Source: an optimization exercise on an open RTL-to-GDS flow (aim: small area, a short achievable clock period and few clock cycles per item). Production flows keep margins and buffers that such runs may drop.
Function was checked by simulation only, so behaviour that the tests miss may differ from the original.

==> run H: inputs <==
// winograd_tile
module winograd_tile (
    input  logic         clk,
    input  logic         rst_n,
    input  logic         in_valid,
    input  logic [255:0] tile,     
    input  logic [143:0] kernel,   
    output logic         in_ready,
    output logic         out_valid,
    output logic [63:0]  y         
);
    logic [0:3][0:3][15:0] d_arr;
    logic [0:2][0:2][15:0] g_arr;
    logic [0:1][0:1][15:0] y_c, y_r;
    genvar i, j;
    generate
        for (i = 0; i < 4; i++) begin : g_d_r
            for (j = 0; j < 4; j++) begin : g_d_c
                assign d_arr[i][j] = tile[(4*i+j)*16 +: 16];
            end
        end
        for (i = 0; i < 3; i++) begin : g_g_r
            for (j = 0; j < 3; j++) begin : g_g_c
                assign g_arr[i][j] = kernel[(3*i+j)*16 +: 16];
            end
        end
        for (i = 0; i < 2; i++) begin : g_y_r
            for (j = 0; j < 2; j++) begin : g_y_c
                assign y[(2*i+j)*16 +: 16] = y_r[i][j];
            end
        end
    endgenerate
    logic [0:3][0:3][15:0] D_c, D_r;
    logic [0:1][0:2][15:0] w_c;
    logic [0:3][0:2][15:0] W_r;
  ...
Settings: LEC_CHECK=0, ABC_AREA=1, CAP_MARGIN=25, CORE_MARGIN=2, CORE_UTILIZATION=58, SLEW_MARGIN=20; clock period 10.0 ns.
standard.sh (not shown) runs the stock make flow with config.mk's settings and CLKGATE_MAP_FILE= SYNTH_SCRIPT=/design/flow/synth_recipe.tcl, a recipe that flattens the netlist after the stock synthesis.
==> flow/flow/run.sh <==
#!/bin/bash
# The standard layout (standard.sh), with three changes to how it is made
# (constraints and synthesis are unchanged):
#  1. After the standard synthesis, flow/invpush.py removes inverters around
#     the full-adder cells (FA(~a,~b,~c) = ~FA(a,b,c)); registers and ports
#     are untouched; then a gate followed
#     by an inverter becomes the complementary gate (xor2 <-> xnor2,
#     nand2 -> and2, nor2 -> or2), and half adders fed through
#     inverters become xor2/nor2 or xnor2/nor2b pairs.
#  2. Timing repair is asked to leave more setup slack than the 10 ns clock
#     needs, so that it speeds up the critical paths.
#  3. Every port is still buffered, with a plain buf_2 instead of the delay
#     cell that buffer_ports picks by default.
set -euo pipefail
cd "$(dirname "$0")/.."
export SETUP_SLACK_MARGIN=6.35
export BUFFER_PORTS_ARGS="-buffer_cell sky130_fd_sc_hd__buf_2"
R="$(pwd)/orfs/results/sky130hd/winograd_tile/base"
bash standard.sh synth > synth.log 2>&1
cp "$R/1_2_yosys.v" ./1_2_yosys_standard.v
python3 flow/invpush.py ./1_2_yosys_standard.v "$R/1_2_yosys.v" > invpush.log 2>&1
rm -f "$R/1_synth.odb" "$R/1_synth.sdc"
bash standard.sh > standard.log 2>&1
Other scripts of this flow, unchanged in this note and not shown: flow/flow/invpush.py
==> run R: changes against run H <==
--- a/flow/flow/run.sh
+++ b/flow/flow/run.sh
@@ -14,5 +14,5 @@
 set -euo pipefail
 cd "$(dirname "$0")/.."
-export SETUP_SLACK_MARGIN=6.35
+export SETUP_SLACK_MARGIN=6.3
 export BUFFER_PORTS_ARGS="-buffer_cell sky130_fd_sc_hd__buf_2"
 R="$(pwd)/orfs/results/sky130hd/winograd_tile/base"
==> run K: changes against run H <==
--- a/flow/flow/run.sh
+++ b/flow/flow/run.sh
@@ -14,5 +14,5 @@
 set -euo pipefail
 cd "$(dirname "$0")/.."
-export SETUP_SLACK_MARGIN=6.35
+export SETUP_SLACK_MARGIN=6.3
 export BUFFER_PORTS_ARGS="-buffer_cell sky130_fd_sc_hd__buf_2"
 R="$(pwd)/orfs/results/sky130hd/winograd_tile/base"
CORE_UTILIZATION = 54   (was 58)
==> qor summary <==
	run K	run R	run H
Outcome	no timing/DRC/antenna violations	no timing/DRC/antenna violations	no timing/DRC/antenna violations
TritonCTS buffer count	208	205	208
Non-clk buf share	2.959%	2.848%	3.205%
Highest-delay cell along the critical path	sky130_fd_sc_hd__fa_2	sky130_fd_sc_hd__fa_1	sky130_fd_sc_hd__fa_1
Post-route design area	0.1831 sq mm	0.1820 sq mm	0.1837 sq mm
Layout inverter count without the clock tree	2,459	2,457	2,456
Pin count of the biggest net entering global routing	31	45	45
Worst Path Max Fanout	4	10	7
Share of cell area taken by flip-flops and latches	19.97%	20.09%	19.95%
Detail-routed via count per cell	5.768	5.919	5.929
Minimum clock period	3682 ps	3666 ps	3617 ps
M1 GR Usage	51.40%	53.91%	54.18%
Multi-input gate share of total cell area	64.75%	65.05%	64.76%
Area taken by multi-input logic gates	0.1186 sq mm	0.1184 sq mm	0.1190 sq mm
Area growth, synth to finish	10.77%	10.13%	11.14%
Minimum setup slack in the final design	6318 ps	6334 ps	6383 ps
Final cycle utilization of the critical path	36.82%	36.66%	36.17%
Via count of the first global-routing pass	126,500	126,600	127,800
Critical register-to-register path startpoint	I_r[25]$_DFF_P_	I_r[233]$_DFF_P_	I_r[233]$_DFF_P_
Testbench counts of run H, summed over its fixed seeds: cycles 8,040, items 8,000.
Testbench counts of run R, summed over its fixed seeds: cycles 8,040, items 8,000.
Testbench counts of run K, summed over its fixed seeds: cycles 8,040, items 8,000.

re-timing with driven ports:
Ports are ideal in the flow. The routed layouts listed here were re-timed in OpenROAD. Step 1, drivers: a clkbuf_16 drives clk and a buf_2 each remaining input, both assumed. Step 2 also shifts input and output timing later by t, the mid clock arrival at the registers, as if the neighbouring blocks saw the same clock. Three values: ideal ports, drivers, drivers and shift; two values: the first two.
run	shift t [ns]	setup WS [ns]	worst slew at a driven data input, ns
run H	1.032	6.383 / 6.383 / 5.433	0.45
run R	1.038	6.334 / 6.334 / 5.441	0.33
run K	1.042	6.318 / 6.342 / 5.319	0.52
After both steps every run listed still meets setup and hold. The setup slack of run K, which loses most, moves by +0.024 ns with the drivers and by -0.999 ns with both steps.
